This is an optimization exercise on Yosys and OpenROAD, whose aim is small area, a short achievable clock period and few clock cycles, not a production implementation.
Only simulation tests tie the RTL to the original design; equivalence was not proved.

== before ==
// ysyx_22041412_mdu
module ysyx_22041412_mdu(
  input         clk,
  input         rst,
  input         valid_i,
  input  [2:0]  func3_i,
  input         word_i,
  input  [63:0] a_i,
  input  [63:0] b_i,
  output        ready_o,
  output [63:0] result_o
);
Size: roughly 3,200 cells after synthesis, about 200 I/O pins, about 28,000 um^2 of cells after synthesis.
Settings: LEC_CHECK=0, CAP_MARGIN=20, CORE_MARGIN=2, CORE_UTILIZATION=30, PLACE_DENSITY=0.5, SETUP_SLACK_MARGIN=1.5, SLEW_MARGIN=20, SYNTH_HIERARCHICAL=1, SYNTH_MINIMUM_KEEP_SIZE=0; clock period 6.0 ns.
run.sh (not shown) runs the stock make flow with config.mk's settings and CLKGATE_MAP_FILE= SYNTH_SCRIPT=/design/flow/synth_recipe.tcl, a recipe that flattens the netlist after the stock synthesis.
Testbench counts of before, summed over its fixed seeds: cycles 60,683.
Relative to before, the following input files were edited for after:
--- a/flow/design.v
+++ b/flow/design.v
@@ -63,16 +63,14 @@
   wire skip16 = pok & s16raw & (cnt <= 7'd48);
   wire skip4  = pok & s4raw  & (cnt <= 7'd60);
   wire [69:0] Xn;
   wire [67:0] Yn;
   wire [67:0] yload = is_div ? {ap, 4'd0} : {{4{eb}}, bp};
   reg  xs_zero, xs_a16, xs_k16, xs_k4;
   reg  ys_load, ys_a16, ys_sum, ys_k16, ys_k4, ys_dstep;
-  wire ys_def = (state == S_MUL) ? ~(align && cnt <= 7'd13) :
-                ~((state == S_IDLE) | (state == S_ABS) | (state == S_DIV));
   always @(*) begin
     xs_zero = 1'b0; xs_a16 = 1'b0; xs_k16 = 1'b0; xs_k4 = 1'b0;
     ys_load = 1'b0; ys_a16 = 1'b0; ys_sum = 1'b0; ys_k16 = 1'b0; ys_k4 = 1'b0; ys_dstep = 1'b0;
     case (state)
       S_IDLE: begin xs_zero = 1'b1; ys_load = 1'b1; end
       S_MUL:  if (align && cnt <= 7'd13) begin xs_a16 = 1'b1; ys_a16 = 1'b1; end
       S_ABS:  begin xs_zero = 1'b1; ys_sum = 1'b1; end
@@ -84,15 +82,15 @@
     endcase
   end
   ysyx_22041412_dp u_dp (
     .X(X), .Y(Y), .M(M), .yload(yload),
     .one0r(one0r), .two0(two0), .neg0r(neg0r), .one1(one1), .two1(two1), .neg1(neg1), .cin1(cin1),
     .dsgn(dsgn_r), .fixr(fixr_r), .am(am_r), .ad(ad_r), .afp(afp_r), .afn(afn_r), .ay(ay_r),
     .xs_zero(xs_zero), .xs_a16(xs_a16), .xs_k16(xs_k16), .xs_k4(xs_k4),
-    .ys_load(ys_load), .ys_a16(ys_a16), .ys_sum(ys_sum), .ys_k16(ys_k16), .ys_k4(ys_k4), .ys_dstep(ys_dstep), .ys_def(ys_def),
+    .ys_load(ys_load), .ys_a16(ys_a16), .ys_sum(ys_sum), .ys_k16(ys_k16), .ys_k4(ys_k4), .ys_dstep(ys_dstep),
     .o0base(ctl_next[13]), .o0en(o0en), .n0base(ctl_next[11]), .n0en(n0en),
     .one0n(one0n), .neg0n(neg0n),
     .Xn(Xn), .Yn(Yn)
   );
   wire e48 = (cnt == 7'd48), e60 = (cnt == 7'd60), e63 = (cnt == 7'd63);
   wire div_exit = skip16 ? e48 : skip4 ? e60 : e63;    
   wire fixr_free = ~X[69] & ~negr_r;
@@ -154,16 +152,16 @@
              (c1 == 3'b100) | (c1 == 3'b101) | (c1 == 3'b110) | cin,
              nst == S_DIV, nst == S_FIXR, nst == S_MUL, nst == S_DIV,
              (nst == S_FIXR) & ~nr, (nst == S_FIXR) & nr,
              (nst == S_ABS) | (nst == S_FIXQ)};
     end
   endfunction
   wire [2:0]  fix_state = rem_r ? S_FIXR : negq_r ? S_FIXQ : S_DONE;
-  wire [13:0] ctl_div   = ctl(S_DIV, 1'b0, 1'b0, 4'd0, 5'd0, M[64], negr_r);
-  wire [13:0] ctl_fix   = ctl(fix_state, 1'b0, 1'b0, 4'd0, 5'd0, M[64], negr_r);
+  wire [13:0] ctl_div   = ctl(S_DIV, 1'b0, 1'b0, 4'd0, 5'd0, bneg, negr_r);
+  wire [13:0] ctl_fix   = ctl(fix_state, 1'b0, 1'b0, 4'd0, 5'd0, bneg, negr_r);
   wire [13:0] ctl_oth   = ctl(nstate, next_align, idle, bp[3:0], Y[7:3], bneg, negr_r);
   wire [13:0] ctl_next  = (state == S_DIV) ? (div_exit ? ctl_fix : ctl_div) : ctl_oth;
   wire dstep = (state == S_DIV) & ~skip16 & ~skip4;
   wire o0en  = dstep & ctl_next[5];
   wire n0en  = dstep & ctl_next[6];
   wire one0n, neg0n;
   always @(posedge clk) begin
@@ -212,15 +210,15 @@
   input  [69:0] X,
   input  [67:0] Y,
   input  [64:0] M,
   input  [67:0] yload,
   input         one0r, two0, neg0r, one1, two1, neg1, cin1,
   input         dsgn, fixr, am, ad, afp, afn, ay,
   input         xs_zero, xs_a16, xs_k16, xs_k4,
-  input         ys_load, ys_a16, ys_sum, ys_k16, ys_k4, ys_dstep, ys_def,
+  input         ys_load, ys_a16, ys_sum, ys_k16, ys_k4, ys_dstep,
   input         o0base, o0en, n0base, n0en,
   output        one0n, neg0n,
   output [69:0] Xn,
   output [67:0] Yn
 );
   wire one0 = one0r;
   wire neg0 = neg0r;
@@ -247,15 +245,15 @@
   wire        xsum = ~(xs_zero | xs_a16 | xs_k16 | xs_k4);
   assign Xn = xsum ? sum : xo;
   wire [67:0] yo = ({68{ys_load}} & yload) |
                    ({68{ys_a16}}  & {X[15:0], Y[67:16]}) |
                    ({68{ys_k16}}  & {Y[51:4], 20'd0}) |
                    ({68{ys_k4}}   & {Y[63:4], 8'd0}) |
                    ({68{ys_dstep}} & {Y[66:4], 5'd0}) |
-                   ({68{ys_def}}   & {X[3:0], Y[67:4]});
+                   ({68{~(ys_load | ys_a16 | ys_k16 | ys_k4 | ys_sum | ys_dstep)}} & {X[3:0], Y[67:4]});
   assign Yn = ys_sum ? {sum[63:0], 4'd0} : (yo | {63'd0, ys_dstep & ~sum[69], 4'd0});
 endmodule
 module ysyx_22041412_pfx(
   input  [70:0] a,
   input  [70:0] b,
   output [70:0] p,
   output [70:0] c
Findings:
Growth of design area from synthesis to finish, after and before: lower on after. Diff after..before | sequential cell count | unchanged. Post-route worst setup slack: after and before compared, higher one is after. Diff before -> after | transition time of the tightest slew-check pin | decrease of 0.059 ns. Post-route fraction of the period consumed by the critical path: after vs before down 1.1 points.
Testbench counts of after, summed over its fixed seeds: cycles 60,683.

port drivers added, routing unchanged:
No port has a modelled driver above. Below, the same layouts with a new extraction and two added sets of constraints.
Step 1 (the two cells are an assumption about what drives the block):
set clk [get_ports {clk}]
set_driving_cell -lib_cell sky130_fd_sc_hd__clkbuf_16 $clk
set_driving_cell -lib_cell sky130_fd_sc_hd__buf_2 [delete_from_list [all_inputs] $clk]
Step 2 adds t to the input delays and takes it off the output delays; t is the mean of the earliest and latest rising clock arrival at the registers after step 1. Input paths then give back, and output paths get back, about the clock's delay inside the block.
Slacks: ideal / step 1 / step 2; pairs: ideal / step 1.
run | shift t [ns] | setup slack, ns | worst slew at a driven data input, ns
before | 0.618 | 1.378 / 1.378 / 0.850 | 0.09
after | 0.629 | 1.447 / 1.447 / 0.926 | 0.08
After both steps every run listed still meets setup and hold. For before, which loses most, drivers alone change the setup slack by 0.000 ns; drivers and shift together by -0.528 ns.
